This design comes from an exercise in tuning for small area on the open sky130 flow, not from production work.
Function was checked by simulation only, so behaviour that the tests miss may differ from the original.
Power figures rest on the tool's default switching activity, not on a simulated workload.

**flow/standard.sh**
```bash
#!/bin/bash
# synth_recipe.tcl (not shown) runs the flow's synth.tcl, then flattens the netlist and writes it again
# the make line also repeats each setting of config.mk as NAME=value (left out here)
make -C /OpenROAD-flow-scripts/flow DESIGN_CONFIG=/design/flow/config.mk WORK_HOME=/design/flow/orfs CLKGATE_MAP_FILE= SYNTH_SCRIPT=/design/flow/synth_recipe.tcl "${@:-finish}"
```
**flow/flow/run.sh**
```bash
#!/bin/bash
# Own layout flow: the standard flow (standard.sh, with its unchanged
# synthesis) with two changes: the port buffers are the smallest buffer cell,
# and the clock tree is built from clkbuf_8 cells in clusters of up to 16
# sinks, without dummy loads. make's full output goes to standard_flow.log and
# each ORFS step writes its own log under orfs/logs.
set -euo pipefail
export BUFFER_PORTS_ARGS="-buffer_cell sky130_fd_sc_hd__buf_1"
export CTS_ARGS="-sink_clustering_enable -repair_clock_nets -dont_use_dummy_load -buf_list {sky130_fd_sc_hd__clkbuf_8} -sink_clustering_size 16 -sink_clustering_max_diameter 60"
bash standard.sh > standard_flow.log 2>&1
```
**flow/config.mk**
```make
export PLATFORM = sky130hd
export DESIGN_NAME = mav_core
export DESIGN_NICKNAME = mav_core
export VERILOG_FILES = /design/flow/design.v
export SDC_FILE = /design/flow/constraint.sdc
export NUM_CORES = 4
export LEC_CHECK = 0
export CAP_MARGIN = 20
export CORE_MARGIN = 2
export CORE_UTILIZATION = 40
export SLEW_MARGIN = 20
```
**flow/design.v**
```verilog
`default_nettype none
`timescale 1ns/1ns
module decoder (
    input  wire        clock,
    input  wire        reset,
    input  wire [2:0]  core_state,
    input  wire [15:0] instruction,
    output wire [3:0]  decoded_rd_address,
    output wire [3:0]  decoded_rs_address,
    output wire [3:0]  decoded_rt_address,
    output wire [2:0]  decoded_nzp,
    output wire [7:0]  decoded_immediate,
    output wire        decoded_reg_write_enable,
    output wire        decoded_mem_read_enable,
    output wire        decoded_mem_write_enable,
    output wire        decoded_nzp_write_enable,    
    output wire        decoded_reg_from_memory,     
    output wire        decoded_reg_from_constant,   
    output wire        decoded_alu_sub,
    output wire        decoded_alu_mul,
    output wire        decoded_alu_div,
    output wire        decoded_alu_cmp,
    output wire        decoded_pc_mux,
    output wire        decoded_ret
);
    localparam DECODE = 3'b010;
    reg [15:0] instr;
    always @(posedge clock)
        if (reset | (core_state == DECODE))
            instr <= instruction & {16{~reset}};
    wire [3:0] op = instr[15:12];
    assign decoded_rd_address = instr[11:8];
    assign decoded_rs_address = instr[7:4];
    assign decoded_rt_address = instr[3:0];
    assign decoded_nzp        = instr[11:9];
    assign decoded_immediate  = instr[7:0];
    assign decoded_pc_mux            = (op == 4'b0001);
    assign decoded_alu_cmp           = (op == 4'b0010);
    assign decoded_nzp_write_enable  = (op == 4'b0010);
    assign decoded_alu_sub           = (op == 4'b0100);
    assign decoded_alu_mul           = (op == 4'b0101);
    assign decoded_alu_div           = (op == 4'b0110);
    assign decoded_mem_read_enable   = (op == 4'b0111);
    assign decoded_reg_from_memory   = (op == 4'b0111);
    assign decoded_mem_write_enable  = (op == 4'b1000);
    assign decoded_reg_from_constant = (op == 4'b1001);
    assign decoded_ret               = (op == 4'b1111);
    assign decoded_reg_write_enable  = ((op >= 4'b0011) & (op <= 4'b0111)) | (op == 4'b1001);
endmodule
`default_nettype none
`timescale 1ns/1ns
module alu (
    input  wire       clock,
    input  wire       reset,
    input  wire       load,       
    input  wire       sub,        
    input  wire       sel_add,    
    input  wire       sel_mul,
    input  wire       sel_div,
    input  wire       sel_cmp,
    input  wire [7:0] rs,
    input  wire [7:0] rt,
    output reg  [7:0] alu_out
);
    wire [7:0] as_b = rt ^ {8{sub}};
    wire [8:0] as_c;
    wire [7:0] as_s;
    assign as_c[0] = sub;
    assign as_s[0] = rs[0] ^ as_b[0] ^ as_c[0];
    assign as_c[1] = (rs[0] & as_b[0]) | (rs[0] & as_c[0]) | (as_b[0] & as_c[0]);
    assign as_s[1] = rs[1] ^ as_b[1] ^ as_c[1];
    assign as_c[2] = (rs[1] & as_b[1]) | (rs[1] & as_c[1]) | (as_b[1] & as_c[1]);
    assign as_s[2] = rs[2] ^ as_b[2] ^ as_c[2];
    assign as_c[3] = (rs[2] & as_b[2]) | (rs[2] & as_c[2]) | (as_b[2] & as_c[2]);
    assign as_s[3] = rs[3] ^ as_b[3] ^ as_c[3];
    assign as_c[4] = (rs[3] & as_b[3]) | (rs[3] & as_c[3]) | (as_b[3] & as_c[3]);
    assign as_s[4] = rs[4] ^ as_b[4] ^ as_c[4];
    assign as_c[5] = (rs[4] & as_b[4]) | (rs[4] & as_c[4]) | (as_b[4] & as_c[4]);
    assign as_s[5] = rs[5] ^ as_b[5] ^ as_c[5];
    assign as_c[6] = (rs[5] & as_b[5]) | (rs[5] & as_c[5]) | (as_b[5] & as_c[5]);
    assign as_s[6] = rs[6] ^ as_b[6] ^ as_c[6];
    assign as_c[7] = (rs[6] & as_b[6]) | (rs[6] & as_c[6]) | (as_b[6] & as_c[6]);
    assign as_s[7] = rs[7] ^ as_b[7] ^ as_c[7];
    assign as_c[8] = (rs[7] & as_b[7]) | (rs[7] & as_c[7]) | (as_b[7] & as_c[7]);
    wire cmp_eq = ~|as_s;
    wire cmp_lt = ~as_c[8];
    wire cmp_gt = as_c[8] & ~cmp_eq;
    wire pp_0_0 = rs[0] & rt[0];
    wire pp_0_1 = rs[0] & rt[1];
    wire pp_0_2 = rs[0] & rt[2];
    wire pp_0_3 = rs[0] & rt[3];
    wire pp_0_4 = rs[0] & rt[4];
    wire pp_0_5 = rs[0] & rt[5];
    wire pp_0_6 = rs[0] & rt[6];
    wire pp_0_7 = rs[0] & rt[7];
    wire pp_1_0 = rs[1] & rt[0];
    wire pp_1_1 = rs[1] & rt[1];
    wire pp_1_2 = rs[1] & rt[2];
    wire pp_1_3 = rs[1] & rt[3];
    wire pp_1_4 = rs[1] & rt[4];
    wire pp_1_5 = rs[1] & rt[5];
    wire pp_1_6 = rs[1] & rt[6];
    wire pp_2_0 = rs[2] & rt[0];
    wire pp_2_1 = rs[2] & rt[1];
    wire pp_2_2 = rs[2] & rt[2];
    wire pp_2_3 = rs[2] & rt[3];
    wire pp_2_4 = rs[2] & rt[4];
    wire pp_2_5 = rs[2] & rt[5];
    wire pp_3_0 = rs[3] & rt[0];
    wire pp_3_1 = rs[3] & rt[1];
    wire pp_3_2 = rs[3] & rt[2];
    wire pp_3_3 = rs[3] & rt[3];
    wire pp_3_4 = rs[3] & rt[4];
    wire pp_4_0 = rs[4] & rt[0];
    wire pp_4_1 = rs[4] & rt[1];
    wire pp_4_2 = rs[4] & rt[2];
    wire pp_4_3 = rs[4] & rt[3];
    wire pp_5_0 = rs[5] & rt[0];
    wire pp_5_1 = rs[5] & rt[1];
    wire pp_5_2 = rs[5] & rt[2];
    wire pp_6_0 = rs[6] & rt[0];
    wire pp_6_1 = rs[6] & rt[1];
    wire pp_7_0 = rs[7] & rt[0];
    wire ms1;
    wire mc2;
    assign ms1 = pp_0_1 ^ pp_1_0;
    assign mc2 = pp_0_1 & pp_1_0;
    wire ms3;
    wire mc4;
    assign ms3 = pp_0_2 ^ pp_1_1 ^ pp_2_0;
    assign mc4 = (pp_0_2 & pp_1_1) | (pp_0_2 & pp_2_0) | (pp_1_1 & pp_2_0);
    wire ms5;
    wire mc6;
    assign ms5 = mc2 ^ ms3;
    assign mc6 = mc2 & ms3;
    wire ms7;
    wire mc8;
    assign ms7 = pp_0_3 ^ pp_1_2 ^ pp_2_1;
    assign mc8 = (pp_0_3 & pp_1_2) | (pp_0_3 & pp_2_1) | (pp_1_2 & pp_2_1);
    wire ms9;
    wire mc10;
    assign ms9 = pp_3_0 ^ mc4 ^ mc6;
    assign mc10 = (pp_3_0 & mc4) | (pp_3_0 & mc6) | (mc4 & mc6);
    wire ms11;
    wire mc12;
    assign ms11 = ms7 ^ ms9;
    assign mc12 = ms7 & ms9;
    wire ms13;
    wire mc14;
    assign ms13 = pp_0_4 ^ pp_1_3 ^ pp_2_2;
    assign mc14 = (pp_0_4 & pp_1_3) | (pp_0_4 & pp_2_2) | (pp_1_3 & pp_2_2);
    wire ms15;
    wire mc16;
    assign ms15 = pp_3_1 ^ pp_4_0 ^ mc8;
    assign mc16 = (pp_3_1 & pp_4_0) | (pp_3_1 & mc8) | (pp_4_0 & mc8);
    wire ms17;
    wire mc18;
    assign ms17 = mc10 ^ mc12 ^ ms13;
    assign mc18 = (mc10 & mc12) | (mc10 & ms13) | (mc12 & ms13);
    wire ms19;
    wire mc20;
    assign ms19 = ms15 ^ ms17;
    assign mc20 = ms15 & ms17;
    wire ms21;
    wire mc22;
    assign ms21 = pp_0_5 ^ pp_1_4 ^ pp_2_3;
    assign mc22 = (pp_0_5 & pp_1_4) | (pp_0_5 & pp_2_3) | (pp_1_4 & pp_2_3);
    wire ms23;
    wire mc24;
    assign ms23 = pp_3_2 ^ pp_4_1 ^ pp_5_0;
    assign mc24 = (pp_3_2 & pp_4_1) | (pp_3_2 & pp_5_0) | (pp_4_1 & pp_5_0);
    wire ms25;
    wire mc26;
    assign ms25 = mc14 ^ mc16 ^ mc18;
    assign mc26 = (mc14 & mc16) | (mc14 & mc18) | (mc16 & mc18);
    wire ms27;
    wire mc28;
    assign ms27 = mc20 ^ ms21 ^ ms23;
    assign mc28 = (mc20 & ms21) | (mc20 & ms23) | (ms21 & ms23);
    wire ms29;
    wire mc30;
    assign ms29 = ms25 ^ ms27;
    assign mc30 = ms25 & ms27;
    wire ms31;
    wire mc32;
    assign ms31 = pp_0_6 ^ pp_1_5 ^ pp_2_4;
    assign mc32 = (pp_0_6 & pp_1_5) | (pp_0_6 & pp_2_4) | (pp_1_5 & pp_2_4);
    wire ms33;
    wire mc34;
    assign ms33 = pp_3_3 ^ pp_4_2 ^ pp_5_1;
    assign mc34 = (pp_3_3 & pp_4_2) | (pp_3_3 & pp_5_1) | (pp_4_2 & pp_5_1);
    wire ms35;
    wire mc36;
    assign ms35 = pp_6_0 ^ mc22 ^ mc24;
    assign mc36 = (pp_6_0 & mc22) | (pp_6_0 & mc24) | (mc22 & mc24);
    wire ms37;
    wire mc38;
    assign ms37 = mc26 ^ mc28 ^ mc30;
    assign mc38 = (mc26 & mc28) | (mc26 & mc30) | (mc28 & mc30);
    wire ms39;
    wire mc40;
    assign ms39 = ms31 ^ ms33 ^ ms35;
    assign mc40 = (ms31 & ms33) | (ms31 & ms35) | (ms33 & ms35);
    wire ms41;
    wire mc42;
    assign ms41 = ms37 ^ ms39;
    assign mc42 = ms37 & ms39;
    wire ms43;
    wire mc44;
    assign ms43 = pp_0_7 ^ pp_1_6 ^ pp_2_5;
    assign mc44 = (pp_0_7 & pp_1_6) | (pp_0_7 & pp_2_5) | (pp_1_6 & pp_2_5);
    wire ms45;
    wire mc46;
    assign ms45 = pp_3_4 ^ pp_4_3 ^ pp_5_2;
    assign mc46 = (pp_3_4 & pp_4_3) | (pp_3_4 & pp_5_2) | (pp_4_3 & pp_5_2);
    wire ms47;
    wire mc48;
    assign ms47 = pp_6_1 ^ pp_7_0 ^ mc32;
    assign mc48 = (pp_6_1 & pp_7_0) | (pp_6_1 & mc32) | (pp_7_0 & mc32);
    wire ms49;
    wire mc50;
    assign ms49 = mc34 ^ mc36 ^ mc38;
    assign mc50 = (mc34 & mc36) | (mc34 & mc38) | (mc36 & mc38);
    wire ms51;
    wire mc52;
    assign ms51 = mc40 ^ mc42 ^ ms43;
    assign mc52 = (mc40 & mc42) | (mc40 & ms43) | (mc42 & ms43);
    wire ms53;
    wire mc54;
    assign ms53 = ms45 ^ ms47 ^ ms49;
    assign mc54 = (ms45 & ms47) | (ms45 & ms49) | (ms47 & ms49);
    wire ms55;
    wire mc56;
    assign ms55 = ms51 ^ ms53;
    assign mc56 = ms51 & ms53;
    wire [7:0] mul_lo = {ms55, ms41, ms29, ms19, ms11, ms5, ms1, pp_0_0};
    wire [6:0] rt_hi;    
    assign rt_hi[6] = rt[7];
    assign rt_hi[5] = rt_hi[6] | rt[6];
    assign rt_hi[4] = rt_hi[5] | rt[5];
    assign rt_hi[3] = rt_hi[4] | rt[4];
    assign rt_hi[2] = rt_hi[3] | rt[3];
    assign rt_hi[1] = rt_hi[2] | rt[2];
    assign rt_hi[0] = rt_hi[1] | rt[1];
    wire mul_ovf = (rs[1] & rt_hi[6]) | (rs[2] & rt_hi[5]) | (rs[3] & rt_hi[4]) | (rs[4] & rt_hi[3]) | (rs[5] & rt_hi[2]) | (rs[6] & rt_hi[1]) | (rs[7] & rt_hi[0]) | mc44 | mc46 | mc48 | mc50 | mc52 | mc54 | mc56;
    wire [7:0] mul_res = mul_lo | {8{mul_ovf}};
    wire [7:0] nrt = ~rt;
    wire [7:0] quo;
    wire [7:0] rt_top0;    
    assign rt_top0[7] = ~rt[7];
    assign rt_top0[6] = rt_top0[7] & ~rt[6];
    assign rt_top0[5] = rt_top0[6] & ~rt[5];
    assign rt_top0[4] = rt_top0[5] & ~rt[4];
    assign rt_top0[3] = rt_top0[4] & ~rt[3];
    assign rt_top0[2] = rt_top0[3] & ~rt[2];
    assign rt_top0[1] = rt_top0[2] & ~rt[1];
    wire d7_c57;
    assign d7_c57 = (rs[7] & nrt[0]) | (1'b1 & (rs[7] | nrt[0]));
    assign quo[7] = rt_top0[1] & d7_c57;
    wire r7_58;
    assign r7_58 = rs[7] ^ (quo[7] & (nrt[0] ^ 1'b1));
    wire d6_c59;
    assign d6_c59 = (rs[6] & nrt[0]) | (1'b1 & (rs[6] | nrt[0]));
    wire d6_c60;
    assign d6_c60 = (r7_58 & nrt[1]) | (d6_c59 & (r7_58 | nrt[1]));
    assign quo[6] = rt_top0[2] & d6_c60;
    wire r6_61;
    assign r6_61 = rs[6] ^ (quo[6] & (nrt[0] ^ 1'b1));
    wire r6_62;
    assign r6_62 = r7_58 ^ (quo[6] & (nrt[1] ^ d6_c59));
    wire d5_c63;
    assign d5_c63 = (rs[5] & nrt[0]) | (1'b1 & (rs[5] | nrt[0]));
    wire d5_c64;
    assign d5_c64 = (r6_61 & nrt[1]) | (d5_c63 & (r6_61 | nrt[1]));
    wire d5_c65;
    assign d5_c65 = (r6_62 & nrt[2]) | (d5_c64 & (r6_62 | nrt[2]));
    assign quo[5] = rt_top0[3] & d5_c65;
    wire r5_66;
    assign r5_66 = rs[5] ^ (quo[5] & (nrt[0] ^ 1'b1));
    wire r5_67;
    assign r5_67 = r6_61 ^ (quo[5] & (nrt[1] ^ d5_c63));
    wire r5_68;
    assign r5_68 = r6_62 ^ (quo[5] & (nrt[2] ^ d5_c64));
    wire d4_c69;
    assign d4_c69 = (rs[4] & nrt[0]) | (1'b1 & (rs[4] | nrt[0]));
    wire d4_c70;
    assign d4_c70 = (r5_66 & nrt[1]) | (d4_c69 & (r5_66 | nrt[1]));
    wire d4_c71;
    assign d4_c71 = (r5_67 & nrt[2]) | (d4_c70 & (r5_67 | nrt[2]));
    wire d4_c72;
    assign d4_c72 = (r5_68 & nrt[3]) | (d4_c71 & (r5_68 | nrt[3]));
    assign quo[4] = rt_top0[4] & d4_c72;
    wire r4_73;
    assign r4_73 = rs[4] ^ (quo[4] & (nrt[0] ^ 1'b1));
    wire r4_74;
    assign r4_74 = r5_66 ^ (quo[4] & (nrt[1] ^ d4_c69));
    wire r4_75;
    assign r4_75 = r5_67 ^ (quo[4] & (nrt[2] ^ d4_c70));
    wire r4_76;
    assign r4_76 = r5_68 ^ (quo[4] & (nrt[3] ^ d4_c71));
    wire d3_c77;
    assign d3_c77 = (rs[3] & nrt[0]) | (1'b1 & (rs[3] | nrt[0]));
    wire d3_c78;
    assign d3_c78 = (r4_73 & nrt[1]) | (d3_c77 & (r4_73 | nrt[1]));
    wire d3_c79;
    assign d3_c79 = (r4_74 & nrt[2]) | (d3_c78 & (r4_74 | nrt[2]));
    wire d3_c80;
    assign d3_c80 = (r4_75 & nrt[3]) | (d3_c79 & (r4_75 | nrt[3]));
    wire d3_c81;
    assign d3_c81 = (r4_76 & nrt[4]) | (d3_c80 & (r4_76 | nrt[4]));
    assign quo[3] = rt_top0[5] & d3_c81;
    wire r3_82;
    assign r3_82 = rs[3] ^ (quo[3] & (nrt[0] ^ 1'b1));
    wire r3_83;
    assign r3_83 = r4_73 ^ (quo[3] & (nrt[1] ^ d3_c77));
    wire r3_84;
    assign r3_84 = r4_74 ^ (quo[3] & (nrt[2] ^ d3_c78));
    wire r3_85;
    assign r3_85 = r4_75 ^ (quo[3] & (nrt[3] ^ d3_c79));
    wire r3_86;
    assign r3_86 = r4_76 ^ (quo[3] & (nrt[4] ^ d3_c80));
    wire d2_c87;
    assign d2_c87 = (rs[2] & nrt[0]) | (1'b1 & (rs[2] | nrt[0]));
    wire d2_c88;
    assign d2_c88 = (r3_82 & nrt[1]) | (d2_c87 & (r3_82 | nrt[1]));
    wire d2_c89;
    assign d2_c89 = (r3_83 & nrt[2]) | (d2_c88 & (r3_83 | nrt[2]));
    wire d2_c90;
    assign d2_c90 = (r3_84 & nrt[3]) | (d2_c89 & (r3_84 | nrt[3]));
    wire d2_c91;
    assign d2_c91 = (r3_85 & nrt[4]) | (d2_c90 & (r3_85 | nrt[4]));
    wire d2_c92;
    assign d2_c92 = (r3_86 & nrt[5]) | (d2_c91 & (r3_86 | nrt[5]));
    assign quo[2] = rt_top0[6] & d2_c92;
    wire r2_93;
    assign r2_93 = rs[2] ^ (quo[2] & (nrt[0] ^ 1'b1));
    wire r2_94;
    assign r2_94 = r3_82 ^ (quo[2] & (nrt[1] ^ d2_c87));
    wire r2_95;
    assign r2_95 = r3_83 ^ (quo[2] & (nrt[2] ^ d2_c88));
    wire r2_96;
    assign r2_96 = r3_84 ^ (quo[2] & (nrt[3] ^ d2_c89));
    wire r2_97;
    assign r2_97 = r3_85 ^ (quo[2] & (nrt[4] ^ d2_c90));
    wire r2_98;
    assign r2_98 = r3_86 ^ (quo[2] & (nrt[5] ^ d2_c91));
    wire d1_s99;
    wire d1_c100;
    assign d1_s99 = rs[1] ^ nrt[0] ^ 1'b1;
    assign d1_c100 = (rs[1] & nrt[0]) | (rs[1] & 1'b1) | (nrt[0] & 1'b1);
    wire d1_s101;
    wire d1_c102;
    assign d1_s101 = r2_93 ^ nrt[1] ^ d1_c100;
    assign d1_c102 = (r2_93 & nrt[1]) | (r2_93 & d1_c100) | (nrt[1] & d1_c100);
    wire d1_s103;
    wire d1_c104;
    assign d1_s103 = r2_94 ^ nrt[2] ^ d1_c102;
    assign d1_c104 = (r2_94 & nrt[2]) | (r2_94 & d1_c102) | (nrt[2] & d1_c102);
    wire d1_s105;
    wire d1_c106;
    assign d1_s105 = r2_95 ^ nrt[3] ^ d1_c104;
    assign d1_c106 = (r2_95 & nrt[3]) | (r2_95 & d1_c104) | (nrt[3] & d1_c104);
    wire d1_s107;
    wire d1_c108;
    assign d1_s107 = r2_96 ^ nrt[4] ^ d1_c106;
    assign d1_c108 = (r2_96 & nrt[4]) | (r2_96 & d1_c106) | (nrt[4] & d1_c106);
    wire d1_s109;
    wire d1_c110;
    assign d1_s109 = r2_97 ^ nrt[5] ^ d1_c108;
    assign d1_c110 = (r2_97 & nrt[5]) | (r2_97 & d1_c108) | (nrt[5] & d1_c108);
    wire d1_s111;
    wire d1_c112;
    assign d1_s111 = r2_98 ^ nrt[6] ^ d1_c110;
    assign d1_c112 = (r2_98 & nrt[6]) | (r2_98 & d1_c110) | (nrt[6] & d1_c110);
    assign quo[1] = rt_top0[7] & d1_c112;
    wire r1_113;
    assign r1_113 = quo[1] ? d1_s99 : rs[1];
    wire r1_114;
    assign r1_114 = quo[1] ? d1_s101 : r2_93;
    wire r1_115;
    assign r1_115 = quo[1] ? d1_s103 : r2_94;
    wire r1_116;
    assign r1_116 = quo[1] ? d1_s105 : r2_95;
    wire r1_117;
    assign r1_117 = quo[1] ? d1_s107 : r2_96;
    wire r1_118;
    assign r1_118 = quo[1] ? d1_s109 : r2_97;
    wire r1_119;
    assign r1_119 = quo[1] ? d1_s111 : r2_98;
    wire d0_s120;
    wire d0_c121;
    assign d0_s120 = rs[0] ^ nrt[0] ^ 1'b1;
    assign d0_c121 = (rs[0] & nrt[0]) | (rs[0] & 1'b1) | (nrt[0] & 1'b1);
    wire d0_s122;
    wire d0_c123;
    assign d0_s122 = r1_113 ^ nrt[1] ^ d0_c121;
    assign d0_c123 = (r1_113 & nrt[1]) | (r1_113 & d0_c121) | (nrt[1] & d0_c121);
    wire d0_s124;
    wire d0_c125;
    assign d0_s124 = r1_114 ^ nrt[2] ^ d0_c123;
    assign d0_c125 = (r1_114 & nrt[2]) | (r1_114 & d0_c123) | (nrt[2] & d0_c123);
    wire d0_s126;
    wire d0_c127;
    assign d0_s126 = r1_115 ^ nrt[3] ^ d0_c125;
    assign d0_c127 = (r1_115 & nrt[3]) | (r1_115 & d0_c125) | (nrt[3] & d0_c125);
    wire d0_s128;
    wire d0_c129;
    assign d0_s128 = r1_116 ^ nrt[4] ^ d0_c127;
    assign d0_c129 = (r1_116 & nrt[4]) | (r1_116 & d0_c127) | (nrt[4] & d0_c127);
    wire d0_s130;
    wire d0_c131;
    assign d0_s130 = r1_117 ^ nrt[5] ^ d0_c129;
    assign d0_c131 = (r1_117 & nrt[5]) | (r1_117 & d0_c129) | (nrt[5] & d0_c129);
    wire d0_s132;
    wire d0_c133;
    assign d0_s132 = r1_118 ^ nrt[6] ^ d0_c131;
    assign d0_c133 = (r1_118 & nrt[6]) | (r1_118 & d0_c131) | (nrt[6] & d0_c131);
    wire d0_s134;
    wire d0_c135;
    assign d0_s134 = r1_119 ^ nrt[7] ^ d0_c133;
    assign d0_c135 = (r1_119 & nrt[7]) | (r1_119 & d0_c133) | (nrt[7] & d0_c133);
    assign quo[0] = d0_c135;
    wire [7:0] result = ({8{sel_add}} & as_s) | ({8{sel_mul}} & mul_res) |
                        ({8{sel_div}} & quo) | {5'b0, {3{sel_cmp}} & {cmp_lt, cmp_eq, cmp_gt}};
    always @(posedge clock)
        if (reset | load) alu_out <= result;
endmodule
`default_nettype none
`timescale 1ns/1ns
module registers #(
    parameter THREAD_ID = 0
) (
    input  wire        clock,
    input  wire        reset,
    input  wire        enable,
    input  wire [7:0]  block_id_or_zero,  
    input  wire        read_load,         
    input  wire [15:0] rs_sel,            
    input  wire [15:0] rt_sel,            
    input  wire [12:0] wr_sel,            
    input  wire [7:0]  wdata,             
    output reg  [7:0]  rs,
    output reg  [7:0]  rt
);
    reg [8*14-1:0] register_file;    
    integer k;
    always @(posedge clock) begin
        for (k = 0; k < 13; k = k + 1)
            if (reset | (enable & wr_sel[k]))
                register_file[8*k +: 8] <= wdata;
        if (reset | enable)
            register_file[8*13 +: 8] <= block_id_or_zero;
    end
    wire [7:0] r14 = 8'd4;
    wire [7:0] r15 = THREAD_ID;
    reg [7:0] rs_val, rt_val;
    always @(*) begin
        rs_val = ({8{rs_sel[14]}} & r14) | ({8{rs_sel[15]}} & r15);
        rt_val = ({8{rt_sel[14]}} & r14) | ({8{rt_sel[15]}} & r15);
        for (k = 0; k < 14; k = k + 1) begin
            rs_val = rs_val | ({8{rs_sel[k]}} & register_file[8*k +: 8]);
            rt_val = rt_val | ({8{rt_sel[k]}} & register_file[8*k +: 8]);
        end
    end
    always @(posedge clock)
        if (reset | read_load) begin
            rs <= rs_val;
            rt <= rt_val;
        end
endmodule
`default_nettype none
`timescale 1ns/1ns
module pc (
    input  wire       clock,
    input  wire       reset,
    input  wire       exec_load,         
    input  wire       nzp_load,          
    input  wire [2:0] decoded_nzp,
    input  wire [7:0] imm_or_zero,       
    input  wire       decoded_pc_mux,
    input  wire [2:0] alu_flags,
    input  wire [7:0] pc_plus_one,       
    output reg  [7:0] next_pc
);
    reg [2:0] nzp;
    wire taken = decoded_pc_mux & |(nzp & decoded_nzp);
    always @(posedge clock) begin
        if (reset | exec_load)
            next_pc <= taken ? imm_or_zero : pc_plus_one;
        if (reset | nzp_load)
            nzp <= alu_flags & {3{~reset}};
    end
endmodule
`default_nettype none
`timescale 1ns/1ns
module mav_core #(
    parameter THREADS_PER_BLOCK = 4
) (
    input  wire        clock,
    input  wire        reset,
    input  wire [2:0]  core_state,
    input  wire [15:0] instruction,
    input  wire [7:0]  block_id,
    input  wire [THREADS_PER_BLOCK-1:0] thread_enable,
    input  wire [7:0]  current_pc,
    input  wire [8*THREADS_PER_BLOCK-1:0] lsu_out,
    output wire [8*THREADS_PER_BLOCK-1:0] rs_out,
    output wire [8*THREADS_PER_BLOCK-1:0] rt_out,
    output wire [8*THREADS_PER_BLOCK-1:0] next_pc,
    output wire        decoded_mem_read_enable,
    output wire        decoded_mem_write_enable,
    output wire        decoded_ret
);
    localparam REQUEST = 3'b011,
               EXECUTE = 3'b101,
               UPDATE  = 3'b110;
    wire [3:0] decoded_rd_address;
    wire [3:0] decoded_rs_address;
    wire [3:0] decoded_rt_address;
    wire [2:0] decoded_nzp;
    wire [7:0] decoded_immediate;
    wire       decoded_reg_write_enable;
    wire       decoded_nzp_write_enable;
    wire       decoded_reg_from_memory;
    wire       decoded_reg_from_constant;
    wire       decoded_alu_sub;
    wire       decoded_alu_mul;
    wire       decoded_alu_div;
    wire       decoded_alu_cmp;
    wire       decoded_pc_mux;
    decoder decoder_instance (
        .clock(clock),
        .reset(reset),
        .core_state(core_state),
        .instruction(instruction),
        .decoded_rd_address(decoded_rd_address),
        .decoded_rs_address(decoded_rs_address),
        .decoded_rt_address(decoded_rt_address),
        .decoded_nzp(decoded_nzp),
        .decoded_immediate(decoded_immediate),
        .decoded_reg_write_enable(decoded_reg_write_enable),
        .decoded_mem_read_enable(decoded_mem_read_enable),
        .decoded_mem_write_enable(decoded_mem_write_enable),
        .decoded_nzp_write_enable(decoded_nzp_write_enable),
        .decoded_reg_from_memory(decoded_reg_from_memory),
        .decoded_reg_from_constant(decoded_reg_from_constant),
        .decoded_alu_sub(decoded_alu_sub),
        .decoded_alu_mul(decoded_alu_mul),
        .decoded_alu_div(decoded_alu_div),
        .decoded_alu_cmp(decoded_alu_cmp),
        .decoded_pc_mux(decoded_pc_mux),
        .decoded_ret(decoded_ret)
    );
    wire is_request = (core_state == REQUEST);
    wire is_execute = (core_state == EXECUTE);
    wire is_update  = (core_state == UPDATE);
    wire run        = ~reset;
    wire [15:0] rs_sel = (16'b1 << decoded_rs_address) & {16{run}};
    wire [15:0] rt_sel = (16'b1 << decoded_rt_address) & {16{run}};
    wire [15:0] rd_dec = 16'b1 << decoded_rd_address;
    wire [12:0] wr_sel = rd_dec[12:0] & {13{is_update & decoded_reg_write_enable}};
    wire [7:0] pc_plus_one = (current_pc + 8'd1) & {8{run}};
    wire [7:0] imm_or_zero = decoded_immediate & {8{run}};
    wire [7:0] block_id_or_zero = block_id & {8{run}};
    wire wsel_mem   = run & decoded_reg_from_memory;
    wire wsel_const = run & decoded_reg_from_constant;
    wire wsel_alu   = run & ~decoded_reg_from_memory & ~decoded_reg_from_constant;
    wire alu_sub     = decoded_alu_sub | decoded_alu_cmp;
    wire alu_sel_mul = run & decoded_alu_mul;
    wire alu_sel_div = run & decoded_alu_div;
    wire alu_sel_cmp = run & decoded_alu_cmp;
    wire alu_sel_add = run & ~decoded_alu_mul & ~decoded_alu_div & ~decoded_alu_cmp;
    genvar i;
    generate
        for (i = 0; i < THREADS_PER_BLOCK; i = i + 1) begin : threads
            wire [7:0] alu_out;
            wire [7:0] rs;
            wire [7:0] rt;
            wire       en = thread_enable[i];
            wire [7:0] wdata = ({8{wsel_mem}}   & lsu_out[8*i +: 8]) |
                               ({8{wsel_const}} & decoded_immediate) |
                               ({8{wsel_alu}}   & alu_out);
            alu alu_instance (
                .clock(clock),
                .reset(reset),
                .load(en & is_execute),
                .sub(alu_sub),
                .sel_add(alu_sel_add),
                .sel_mul(alu_sel_mul),
                .sel_div(alu_sel_div),
                .sel_cmp(alu_sel_cmp),
                .rs(rs),
                .rt(rt),
                .alu_out(alu_out)
            );
            registers #(
                .THREAD_ID(i)
            ) register_instance (
                .clock(clock),
                .reset(reset),
                .enable(en),
                .block_id_or_zero(block_id_or_zero),
                .read_load(en & is_request),
                .rs_sel(rs_sel),
                .rt_sel(rt_sel),
                .wr_sel(wr_sel),
                .wdata(wdata),
                .rs(rs),
                .rt(rt)
            );
            pc pc_instance (
                .clock(clock),
                .reset(reset),
                .exec_load(en & is_execute),
                .nzp_load(en & is_update & decoded_nzp_write_enable),
                .decoded_nzp(decoded_nzp),
                .imm_or_zero(imm_or_zero),
                .decoded_pc_mux(decoded_pc_mux),
                .alu_flags(alu_out[2:0]),
                .pc_plus_one(pc_plus_one),
                .next_pc(next_pc[8*i +: 8])
            );
            assign rs_out[8*i +: 8] = rs;
            assign rt_out[8*i +: 8] = rt;
        end
    endgenerate
endmodule
```
**flow/constraint.sdc**
```tcl
create_clock -name core_clock -period 12.0 [get_ports {clock}]
set_input_delay 2.4000 -clock core_clock [delete_from_list [all_inputs] [get_ports {clock}]]
set_output_delay 2.4000 -clock core_clock [all_outputs]
set_load 0.01 [all_outputs]
```
==> impl_metrics.csv, run 1 <==
group,metric,value,unit
floorplan,io_pins,172,
floorplan,start_util,40.4,%
yosys,syn_inst,3216,
setup_path,r2r_cells,35,
clock_tree,cts_buffers,47,
yosys,synth_fp_nets,3470,
final_layout,area.sequential,18100,um2
place,gp_congestion,0.905,
worst_hold_path,hold_path_startpoint,"threads[2].register_instance.register_file[94]$_DFFE_PP_",
sta,setup_tns,0,ns
setup_path,critical_path_class,"reg -> reg",
worst_hold_path,hold_class,"reg -> reg",
setup_path,endpoint_kind,"flop",
detailed_routing,vias_per_cell,6.66,
clock_tree,postCtsResizedCells,0,
detailed_routing,detail-route-antenna-nets,0,
setup_path,crit_required,12.43,ns
yosys,synthArstFlopShare,0,%
clock_tree,clk_latency,0.69,ns
floorplan,dieArea,93300,um2
power,ir_drop,0.0612,mV
sta,fin_ws,1.03,ns
detailed_routing,met2WireLength,57.6,mm
yosys,syn_area_per_cell,11.3,um2
place,place_ws,1.19,ns
sta,finalMaxSlewViolations,0,
grt,grt_pass1_wl,193,mm
sta,min_period_over_period,91.4,%
grt,grt_pass1_vias,28200,
final_layout,nNetsFinal,3560,
floorplan,rows,110,
sta,min_period,10.97,ns
final_layout,fin_cells,4480,
setup_path,critPathMaxFanout,30,
final_layout,syn_to_final_growth,7.80,%
worst_hold_path,min_to,"threads[2].register_instance.rs[6]$_DFFE_PP_",
grt,overflow,0,
final_layout,multiInputGateArea,17100,um2
yosys,synth.largest_area_cell,"edfxtp_1",
clock_tree,cts_buffer_depth,3,
yosys,synth_flop_cell,"edfxtp_1",
detailed_routing,drt_iter0_drc,5065,
setup_path,cp-start-kind,"flop",
sta,grt_setup_unrepaired,"false",
setup_path,crit_slowest_cell,"edfxtp_1",
power,p_leak,0.0132,uW
clock_tree,htree_levels,2,
yosys,ys_warn_count,7,
sta,tightestPinTransition,1.24,ns
yosys,ys_top_cells_by_count,"604 x edfxtp_1, 290 x nor2_1, 234 x nand2_1",
clock_tree,clock-sinks,604,
setup_path,arrival,11.39,ns
setup_path,reg2reg_slack,1.03,ns
sta,setup_viol,0,
yosys,synth_seq_cells,604,
grt,grt_max_degree,76,
run,cap_viol_max_count,0,
detailed_routing,firstDrtPassIters,7,
place,dp.cells,4433,
yosys,synth_area_leaders,"edfxtp_1 50%, fa_1 7.3%, a22oi_1 4.6%",
final_layout,fill_cells,8407,
sta,fin_skew,0.0646,ns
place,portBuffers,171,
detailed_routing,met3_length,17.9,mm
detailed_routing,route.vias.total,29800,
sta,clock.fmax,91.2,MHz
clock_tree,cts_tree,"done",
floorplan,die_x,305,um
final_layout,drive_above_1_share,8.29,%
floorplan,coreArea,90000,um2
detailed_routing,m1WireLength,54.0,mm
floorplan,fp.dieH,305,um
detailed_routing,highest_layer,"met5",
power,power_density,144,nW/um2
yosys,ys_seq_area_share,49.9,%
worst_hold_path,hold_path_depth,2,
yosys,netlist_area,36400,um2
detailed_routing,drt_wl_total,134,mm
detailed_routing,routedWlPerCell,29.9,um
setup_path,cpMostUsedCell,"fa_1",
sta,hold_violations,0,
sta,max_slew_margin,17.3,%
grt,grt_use_total,27.9,%
yosys,synth_edf_count,604,
clock_tree,clockRootBuffer,"clkbuf_8",
detailed_routing,drc,0,
yosys,yosys.cell_count.top_type,"edfxtp_1",
grt,grt_antenna_before_repair,1,
final_layout,diodes,0,
yosys,synth_top_area_share,49.9,%
clock_tree,cts_setup_buffers,0,
clock_tree,clk_pin_slew_worst_paths,0.10,ns
setup_path,crit_path_max_incr_delay,1.04,ns
yosys,synth.distinct_cells,115,
clock_tree,postCtsHoldBufs,0,
setup_path,r2r-start,"threads[0].register_instance.rt[1]$_DFFE_PP_",
place,dp_hpwl,85.4,mm
status,run_status,"finished clean",
setup_path,r2r_end,"threads[0].alu_instance.alu_out[0]$_DFFE_PP_",
-- per-layer routing --
metal | global-route usage, % | vias to the layer above
met5 | 0 | -
li1 | - | 12500
met2 | 41.1 | 2229
met4 | 8.88 | 2
met1 | 39.9 | 14700
met3 | 7.58 | 326
-- flip-flops by register name, indices dropped and copies added, names as in the netlist --
register	cells
decoder_instance.instr	16
threads.alu_instance.alu_out	32
threads.pc_instance.next_pc	32
threads.pc_instance.nzp	12
threads.register_instance.register_file	448
threads.register_instance.rs	32
threads.register_instance.rt	32
-- placed cells by master (no fill, tap or decap), types with 11 or more instances in the layout --
master | netlist | routed
edfxtp_1 | 604 | 604
nor2_1 | 290 | 263
nand2_1 | 234 | 234
a22oi_1 | 223 | 223
buf_1 | 25 | 170
inv_1 | 141 | 141
fa_1 | 132 | 132
a221oi_1 | 110 | 110
a21oi_1 | 105 | 105
o21ai_0 | 101 | 101
xnor2_1 | 96 | 96
buf_4 | 3 | 81
a22o_1 | 80 | 80
nand4_1 | 77 | 77
nor2b_1 | 60 | 59
a221o_1 | 53 | 53
ha_1 | 49 | 49
clkbuf_8 | 0 | 47
nor3_1 | 56 | 44
nand3_1 | 43 | 43
and2_1 | 37 | 37
mux2i_1 | 32 | 32
o211ai_1 | 31 | 31
and3_1 | 22 | 22
or3_1 | 22 | 21
nand2b_1 | 21 | 21
a222oi_1 | 20 | 20
mux2_2 | 20 | 20
a31oi_1 | 19 | 18
a21o_1 | 18 | 18
xor2_1 | 18 | 18
nor2_4 | 1 | 17
o31ai_1 | 17 | 16
a211oi_1 | 15 | 15
nor3_2 | 2 | 14
nor2_2 | 1 | 12
or2_2 | 11 | 11
o21a_1 | 11 | 11
nor4_1 | 15 | 11
-- power breakdown --
| group | switching [uW] | leakage [uW] | internal, uW |
|---|---|---|---|
| combinational | 1150 | 0.00687 | 668 |
| clock | 652 | 0.000338 | 350 |
| sequential | 220 | 0.00603 | 2620 |
| total | 2020 | 0.0132 | 3640 |
-- cells by family (layout without fill, tap and decap cells) --
kind of cell,count (synthesis),count (layout),synth area share (%)
flops,604,604,49.9
simple gates,931,931,12.4
compound gates,944,944,20.0
buf+inv,369,457,3.91
fa+ha+maj,201,201,9.54
mux,53,53,1.54
xor+xnor,114,114,2.75
-- critical path, delay by kind of cell (launching register included) --
family | cells | cell delay, ns
fa+ha+maj | 9 | 3.52
compound gates | 14 | 3.24
simple gates | 7 | 1.68
flops | 1 | 1.04
buf+inv | 1 | 0.52
xor+xnor | 3 | 0.42
mux | 1 | 0.32
-- stage by stage --
| stage | hold WS (ns) | area, um2 | util (%) | total power [uW] |
|---|---|---|---|---|
| after floorplan | 0.537 | 36400 | - | 4050 |
| after global placement | 0.571 | 38500 | 42.7 | 4640 |
| after detailed placement | 0.574 | 38500 | 42.8 | 4660 |
| after CTS | 0.595 | 39200 | 43.5 | 5630 |
| after global routing | 0.622 | 39200 | 43.5 | 5940 |
| final | 0.596 | 39200 | 43.5 | 5660 |
-- worst max-delay path by stage --
stage                                                  from                                            to  depth (start not counted)
3_5_place_dp   threads[0].register_instance.rt[1]$_DFFE_PP_  threads[0].alu_instance.alu_out[0]$_DFFE_PP_                         35
2_1_floorplan  threads[0].register_instance.rt[6]$_DFFE_PP_  threads[0].alu_instance.alu_out[0]$_DFFE_PP_                         38
5_1_grt        threads[0].register_instance.rt[1]$_DFFE_PP_  threads[0].alu_instance.alu_out[0]$_DFFE_PP_                         35
3_3_place_gp   threads[0].register_instance.rt[1]$_DFFE_PP_  threads[0].alu_instance.alu_out[0]$_DFFE_PP_                         35
6_report       threads[0].register_instance.rt[1]$_DFFE_PP_  threads[0].alu_instance.alu_out[0]$_DFFE_PP_                         35
4_1_cts        threads[0].register_instance.rt[1]$_DFFE_PP_  threads[0].alu_instance.alu_out[0]$_DFFE_PP_                         35
-- area by class of cell --
type                    instances  share of cell area (%)
flip-flops and latches        604                    46.3
multi-input cells            2243                    43.5
repair buffers                257                    3.34
clock buffers                  47                    1.65
inverters                     153                    1.47
well taps                    1176                    3.75
==> inputs of run 2 (changes only) <==
==> flow/run.sh (new file) <==
#!/bin/bash
# synth_recipe.tcl (not shown) runs the flow's synth.tcl, then flattens the netlist and writes it again
# the make line also repeats each setting of config.mk as NAME=value (left out here)
make -C /OpenROAD-flow-scripts/flow DESIGN_CONFIG=/design/flow/config.mk WORK_HOME=/design/flow/orfs CLKGATE_MAP_FILE= SYNTH_SCRIPT=/design/flow/synth_recipe.tcl finish
removed: flow/flow/run.sh
removed: flow/standard.sh
==> impl_metrics.csv, run 2 <==
group,metric,value,unit
clock_tree,cts_buffers,61,
detailed_routing,routedWlPerCell,30.0,um
sta,fin_skew,0.0345,ns
run,cap_viol_max_count,0,
power,p_total,6640,uW
clock_tree,postCtsHoldBufs,0,
final_layout,final_common_cell,"edfxtp_1",
grt,grt_pass1_wl,196,mm
sta,hold_violations,0,
setup_path,cpMostUsedCell,"fa_1",
setup_path,arrival,11.35,ns
setup_path,crit_path_end,"threads[0].alu_instance.alu_out[0]$_DFFE_PP_",
yosys,synth_seq_cells,604,
final_layout,diodes,0,
final_layout,final_cell_mix,"604 x edfxtp_1, 258 x nor2_1, 234 x nand2_1",
yosys,netlist_area,36400,um2
sta,grt_setup_unrepaired,"false",
floorplan,start_util,40.4,%
yosys,synth_flop_cell,"edfxtp_1",
status,run_status,"finished clean",
place,dp.cells,4427,
clock_tree,cts_setup_buffers,0,
yosys,synth_area_leaders,"edfxtp_1 50%, fa_1 7.3%, a22oi_1 4.6%",
setup_path,reg2reg_slack,1.04,ns
floorplan,coreArea,90000,um2
setup_path,critical_path_buf_inv_count,1,
grt,grt_antenna_before_repair,1,
setup_path,r2r_cells,35,
detailed_routing,drt_iter0_drc,5143,
floorplan,dieArea,93300,um2
worst_hold_path,hold_class,"reg -> reg",
power,p_leak,0.0143,uW
place,portBuffers,171,
sta,min_period,10.96,ns
setup_path,critPathMaxFanout,30,
sta,clock.fmax,91.2,MHz
grt,grt_pass1_vias,28700,
detailed_routing,vias_per_cell,6.58,
setup_path,crit_slowest_cell,"edfxtp_1",
floorplan,rows,110,
clock_tree,postCtsResizedCells,0,
final_layout,multiInputGateArea,17100,um2
yosys,ys_warn_count,7,
sta,finalMaxSlewViolations,0,
detailed_routing,firstDrtPassIters,6,
setup_path,worstSetupStartpoint,"threads[0].register_instance.rt[1]$_DFFE_PP_",
final_layout,fin_cells,4541,
setup_path,crit_required,12.38,ns
power,comb_power_share,28.5,%
setup_path,r2r_end,"threads[0].alu_instance.alu_out[0]$_DFFE_PP_",
detailed_routing,route.vias.total,29900,
setup_path,crit_family,"adder cells",
clock_tree,clockRootBuffer,"clkbuf_16",
sta,min_period_over_period,91.4,%
setup_path,r2r-start,"threads[0].register_instance.rt[1]$_DFFE_PP_",
yosys,syn_area_per_cell,11.3,um2
setup_path,cp_num_cells,35,
place,dp_hpwl,85.4,mm
sta,setup_viol,0,
yosys,synthArstFlopShare,0,%
floorplan,fp.dieH,305,um
setup_path,cp-start-kind,"flop",
sta,whs,0.597,ns
setup_path,crit_path_max_incr_delay,1.05,ns
grt,grt_use_total,28.3,%
power,clock_power_share,28.8,%
yosys,syn_inst,3216,
power,p_int,4440,uW
detailed_routing,drc,0,
power,power_density,160,nW/um2
clock_tree,cts_tree,"done",
sta,setup_tns,0,ns
sta,max_slew_margin,20.7,%
sta,tightestPinTransition,1.18,ns
power,seqPwrFrac,42.8,%
final_layout,nNetsFinal,3572,
final_layout,largest_register_ffs,448,
final_layout,drive_above_1_share,9.42,%
clock_tree,cts_buffer_depth,3,
yosys,synth_edf_count,604,
final_layout,area.sequential,18100,um2
setup_path,critical_path_class,"reg -> reg",
setup_path,endpoint_kind,"flop",
yosys,synth.largest_area_cell,"edfxtp_1",
yosys,synth_top_area_share,49.9,%
power,ir_drop,0.112,mV
floorplan,io_pins,172,
final_layout,fill_cells,8271,
power,switching_power,2200,uW
detailed_routing,drt_wl_total,136,mm
yosys,synth.distinct_cells,115,
yosys,yosys.cell_count.top_type,"edfxtp_1",
yosys,ys_top_cells_by_count,"604 x edfxtp_1, 290 x nor2_1, 234 x nand2_1",
clock_tree,clock-sinks,604,
final_layout,regMostFlops,"threads.register_instance.register_file",
clock_tree,htree_levels,2,
clock_tree,clk_latency,0.65,ns
floorplan,die_x,305,um
final_layout,fin_util,46.2,%
final_layout,syn_to_final_growth,14.3,%
yosys,ys_seq_area_share,49.9,%
grt,grt_max_degree,47,
grt,overflow,0,
place,gp_congestion,0.912,
power,switching_share,33.1,%
detailed_routing,detail-route-antenna-nets,0,
yosys,synth_fp_nets,3470,
clock_tree,clk_pin_slew_worst_paths,0.06,ns
## run 2: power by group through the flow
stage	Combinational (uW)	Sequential [uW]	Clock [uW]
after floorplan	1270	2770	0
after CTS	1870	2830	1920
final	1890	2840	1910
after detailed placement	1850	2870	0
after global routing	2080	2860	2000
after global placement	1840	2870	0
## run 2: cells by family after synthesis
group	count (synthesis)	synth area share [%]
AO/OA/AOI/OAI	944	20.0
XOR/XNOR	114	2.75
buffers and inverters	369	3.91
multiplexers	53	1.54
flip-flops	604	49.9
adder cells (fa/ha/maj)	201	9.54
AND/OR/NAND/NOR	931	12.4
## run 2: how the worst min path moves through the flow
| stage | from | to | slack [ns] | cells past startpoint |
|---|---|---|---|---|
| 3_3_place_gp | threads[3].register_instance.register_file[71]$_DFFE_PP_ | threads[3].register_instance.rs[7]$_DFFE_PP_ | 0.58 | 2 |
| 4_1_cts | threads[2].register_instance.register_file[31]$_DFFE_PP_ | threads[2].register_instance.rs[7]$_DFFE_PP_ | 0.59 | 2 |
| 2_1_floorplan | threads[0].alu_instance.alu_out[0]$_DFFE_PP_ | threads[0].pc_instance.nzp[0]$_DFFE_PP_ | 0.54 | 1 |
| 5_1_grt | threads[2].register_instance.register_file[31]$_DFFE_PP_ | threads[2].register_instance.rs[7]$_DFFE_PP_ | 0.60 | 2 |
| 6_report | threads[0].alu_instance.alu_out[2]$_DFFE_PP_ | threads[0].pc_instance.nzp[2]$_DFFE_PP_ | 0.60 | 1 |
| 3_5_place_dp | threads[2].register_instance.register_file[31]$_DFFE_PP_ | threads[2].register_instance.rs[7]$_DFFE_PP_ | 0.58 | 2 |
## run 2: worst register-to-register path, delay by kind of cell (launching register included)
family	cells	cell delay [ns]
simple gates	7	1.69
mux	1	0.33
xor+xnor	3	0.42
buf+inv	1	0.54
flops	1	1.05
compound gates	14	3.26
fa+ha+maj	9	3.45
## run 2: metal layers
metal	up-vias	part of all wire, %	GRT usage, %
li1	12700	-	-
met4	0	3.6	9.50
met3	334	13	7.81
met5	-	0	0
met2	2209	43	41.8
met1	14700	40	40.2
## run 2: final cells by class
type,count,share of cell area [%]
Tap cell,1176,3.54
Timing Repair Buffer,255,5.65
Clock inverter,33,0.879
Sequential cell,604,43.6
Multi-Input combinational cell,2243,41.1
Inverter,153,1.38
Clock buffer,77,3.87
## run 2: metrics by stage
step                      instance area [um2]  setup slack [ns]
after floorplan                         36400              2.26
after global placement                  39500              1.43
after detailed placement                39500              1.15
after CTS                               41500              1.14
after global routing                    41600             0.300
final                                   41600              1.04
==> inputs of run 3 (changes only) <==
==> flow/flow/run.sh (new file) <==
#!/bin/bash
# Own layout flow: the standard flow (standard.sh, unchanged synthesis) with
# smaller port buffers and a clock tree built from small clock buffers without
# dummy loads. Each tool's full output goes to a log file in the work folder.
set -euo pipefail
export BUFFER_PORTS_ARGS="-buffer_cell sky130_fd_sc_hd__buf_1"
export CTS_ARGS="-sink_clustering_enable -repair_clock_nets -dont_use_dummy_load -buf_list {sky130_fd_sc_hd__clkbuf_4 sky130_fd_sc_hd__clkbuf_8}"
bash standard.sh > standard_flow.log 2>&1
==> flow/standard.sh (new file) <==
#!/bin/bash
# synth_recipe.tcl (not shown) runs the flow's synth.tcl, then flattens the netlist and writes it again
# the make line also repeats each setting of config.mk as NAME=value (left out here)
make -C /OpenROAD-flow-scripts/flow DESIGN_CONFIG=/design/flow/config.mk WORK_HOME=/design/flow/orfs CLKGATE_MAP_FILE= SYNTH_SCRIPT=/design/flow/synth_recipe.tcl "${@:-finish}"
removed: flow/run.sh
==> impl_metrics.csv, run 3 <==
group,metric,value,unit
place,portBuffers,171,
setup_path,cpMostUsedCell,"fa_1",
power,p_int,4010,uW
grt,grtUsageMet3,8.19,%
grt,grt_max_degree,76,
grt,grt_pass1_wl,194,mm
floorplan,rows,110,
clock_tree,clk_latency,0.70,ns
yosys,yosys.cell_count.top_type,"edfxtp_1",
detailed_routing,drt_wl_total,135,mm
clock_tree,clock-sinks,604,
place,dp_hpwl,85.4,mm
yosys,ys_warn_count,7,
power,clock_power_share,23.7,%
setup_path,r2r-start,"threads[0].register_instance.rt[1]$_DFFE_PP_",
yosys,synthArstFlopShare,0,%
sta,min_period_over_period,91.2,%
yosys,synth_fp_nets,3470,
grt,grt_antenna_before_repair,2,
final_layout,largest_register_ffs,448,
final_layout,final_cell_mix,"604 x edfxtp_1, 263 x nor2_1, 234 x nand2_1",
yosys,synth_area_leaders,"edfxtp_1 50%, fa_1 7.3%, a22oi_1 4.6%",
setup_path,crit_required,12.44,ns
detailed_routing,firstDrtPassIters,7,
sta,setup_viol,0,
power,p_leak,0.0136,uW
final_layout,syn_to_final_growth,9.74,%
floorplan,dieArea,93300,um2
yosys,synth_seq_cells,604,
yosys,synth.largest_area_cell,"edfxtp_1",
power,switching_power,2100,uW
yosys,netlist_area,36400,um2
final_layout,nNetsFinal,3611,
sta,min_period,10.94,ns
detailed_routing,routedWlPerCell,29.8,um
grt,overflow,0,
final_layout,fin_cells,4532,
setup_path,r2r_end,"threads[0].alu_instance.alu_out[0]$_DFFE_PP_",
floorplan,die_x,305,um
sta,grt_setup_unrepaired,"false",
worst_hold_path,min_to,"threads[0].register_instance.rs[1]$_DFFE_PP_",
power,comb_power_share,29.8,%
sta,max_slew_margin,16.2,%
floorplan,io_pins,172,
final_layout,final_area,39900,um2
worst_hold_path,hold_path_startpoint,"threads[0].register_instance.register_file[97]$_DFFE_PP_",
yosys,synth_edf_count,604,
clock_tree,postCtsResizedCells,0,
final_layout,regMostFlops,"threads.register_instance.register_file",
clock_tree,htree_levels,3,
setup_path,crit_slowest_cell,"edfxtp_1",
yosys,synth_top_area_share,49.9,%
clock_tree,postCtsHoldBufs,0,
place,dp.cells,4433,
worst_hold_path,hold_path_depth,2,
place,placed_area,38500,um2
sta,setup_tns,0,ns
grt,grt_busiest_layer,"met2",
final_layout,final_common_cell,"edfxtp_1",
setup_path,cp-start-kind,"flop",
detailed_routing,drt_iter0_drc,4777,
clock_tree,clockRootBuffer,"clkbuf_8",
detailed_routing,drc,0,
grt,gr-usage-met1,39.8,%
detailed_routing,detail-route-antenna-nets,0,
yosys,syn_inst,3216,
setup_path,endpoint_kind,"flop",
clock_tree,cts_buffer_depth,3,
setup_path,r2r_cells,35,
final_layout,fill_cells,8351,
floorplan,fp.dieH,305,um
setup_path,crit_path_max_incr_delay,1.02,ns
floorplan,coreArea,90000,um2
sta,clock.fmax,91.4,MHz
floorplan,start_util,40.4,%
power,power_density,153,nW/um2
clock_tree,clk_pin_slew_worst_paths,0.06,ns
clock_tree,cts_tree,"done",
grt,grt_use_total,28.1,%
yosys,ys_top_cells_by_count,"604 x edfxtp_1, 290 x nor2_1, 234 x nand2_1",
yosys,synth_flop_cell,"edfxtp_1",
sta,hold_violations,0,
setup_path,arrival,11.39,ns
sta,tightestPinTransition,1.25,ns
final_layout,drive_above_1_share,9.69,%
worst_hold_path,hold_class,"reg -> reg",
status,run_status,"finished clean",
run,cap_viol_max_count,0,
yosys,syn_area_per_cell,11.3,um2
power,seqPwrFrac,46.6,%
sta,fin_skew,0.0833,ns
sta,finalMaxSlewViolations,0,
clock_tree,cts_setup_buffers,0,
grt,grtUsageMet2,41.1,%
place,gp_congestion,0.905,
detailed_routing,route.vias.total,30100,
detailed_routing,vias_per_cell,6.63,
power,ir_drop,0.0688,mV
yosys,ys_seq_area_share,49.9,%
setup_path,critical_path_class,"reg -> reg",
clock_tree,cts_buffers,98,
setup_path,critPathMaxFanout,30,
yosys,synth.distinct_cells,115,
grt,grt_pass1_vias,28600,
setup_path,reg2reg_slack,1.06,ns
power,switching_share,34.4,%
[run 3: changes by cell type in the layout (fill, tap and decap cells not counted), moves of 2 or more]
| cell | before | now |
|---|---|---|
| clkinvlp_4 | 4 | 0 |
| buf_1 | 0 | 170 |
| clkdlybuf4s50_1 | 170 | 0 |
| clkinv_1 | 17 | 8 |
| clkbuf_16 | 62 | 0 |
| clkbuf_8 | 0 | 98 |
| bufinv_16 | 7 | 0 |
| buf_6 | 3 | 5 |
| nor2_2 | 18 | 12 |
| nor2_1 | 258 | 263 |
| clkinv_2 | 11 | 0 |
| clkbuf_1 | 15 | 0 |
[run 3: logic make-up (layout without fill, tap and decap cells)]
kind of cell / Yosys count / in the layout / synth area share (%)
xor gates and xnor gates: 114 / 114 / 2.75
muxes: 53 / 53 / 1.54
DFF: 604 / 604 / 49.9
and+or+nand+nor: 931 / 931 / 12.4
adders and majority gates: 201 / 201 / 9.54
buffers and inverters: 369 / 508 / 3.91
other: 0 / 1 / 0
AOI/OAI and AO/OA: 944 / 944 / 20.0
[run 3: worst max-delay path: cells and delay by family, from the launching register on]
| family | cells | cell delay (ns) |
|---|---|---|
| adders and majority gates | 9 | 3.51 |
| xor gates and xnor gates | 3 | 0.43 |
| DFF | 1 | 1.02 |
| AOI/OAI and AO/OA | 14 | 3.25 |
| and+or+nand+nor | 7 | 1.67 |
| muxes | 1 | 0.32 |
| buffers and inverters | 1 | 0.51 |
[run 3: final cells by class]
class,count,area (um2),area share [%]
diodes,1,2.50,0.00627
clock buffers,98,1350,3.38
inverters,153,574,1.44
multi-input cells,2243,17100,42.7
flip-flops and latches,604,18100,45.5
well taps,1176,1470,3.69
repair buffers,257,1310,3.28
[run 3: power by group through the flow]
stage               Clock, uW  Combinational [uW]  Sequential, uW
global placement            0                1770            2880
finish                   1450                1820            2850
CTS                      1460                1800            2840
global route             1540                2010            2860
detailed placement          0                1780            2880
floorplan                   0                1270            2770
[run 3: per-layer routing]
layer / part of all wire [%] / up-vias
met4: 3.5 / 0
li1: - / 12700
met1: 40 / 14800
met5: 0 / -
met3: 13 / 333
met2: 43 / 2283
[run 3: stage by stage]
stage / hold slack [ns] / power [uW] / worst slack, ns / utilization, %
after floorplan: 0.537 / 4050 / 2.26 / -
after global placement: 0.571 / 4640 / 1.41 / 42.7
after detailed placement: 0.574 / 4660 / 1.19 / 42.8
after CTS: 0.579 / 6090 / 1.15 / 44.3
after global routing: 0.606 / 6410 / 0.195 / 44.3
final: 0.596 / 6110 / 1.06 / 44.3
[run 3: how the worst max path moves through the flow]
stage | to | slack, ns | startpoint
final | threads[0].alu_instance.alu_out[0]$_DFFE_PP_ | 1.06 | threads[0].register_instance.rt[1]$_DFFE_PP_
after global routing | threads[0].alu_instance.alu_out[0]$_DFFE_PP_ | 0.19 | threads[0].register_instance.rt[1]$_DFFE_PP_
after CTS | threads[0].alu_instance.alu_out[0]$_DFFE_PP_ | 1.15 | threads[0].register_instance.rt[1]$_DFFE_PP_
after detailed placement | threads[0].alu_instance.alu_out[0]$_DFFE_PP_ | 1.19 | threads[0].register_instance.rt[1]$_DFFE_PP_
after global placement | threads[0].alu_instance.alu_out[0]$_DFFE_PP_ | 1.41 | threads[0].register_instance.rt[1]$_DFFE_PP_
after floorplan | threads[0].alu_instance.alu_out[0]$_DFFE_PP_ | 2.26 | threads[0].register_instance.rt[6]$_DFFE_PP_

==> separate check: timing with driven ports <==
The results above use ideal ports. As a check the final layouts listed here were re-extracted and re-timed, cells and wires unchanged.
Step 1: set_driving_cell puts a clkbuf_16 on clock and a buf_2 on each other input, an assumption about the parent block.
Step 2 adds t to the input delays and takes it off the output delays; t is the mean of the earliest and latest rising clock arrival at the registers after step 1. Input paths then give back, and output paths get back, about the clock's delay inside the block.
Slacks: ideal ports / drivers / drivers and shift; pairs: ideal ports / drivers.
run | t, ns | slack for setup (ns) | worst setup path after step 2 | clock arrival spread, ns | pins driven straight from the clock port
run 1 | 0.720 | 1.031 / 1.031 / 1.031 | register to register | 0.068 / 0.067 | 1
run 2 | 0.703 | 1.036 / 1.036 / 1.036 | register to register | 0.035 / 0.035 | 1
run 3 | 0.722 | 1.056 / 1.056 / 1.056 | register to register | 0.089 / 0.089 | 1
After both steps setup and hold are still met in every run listed.
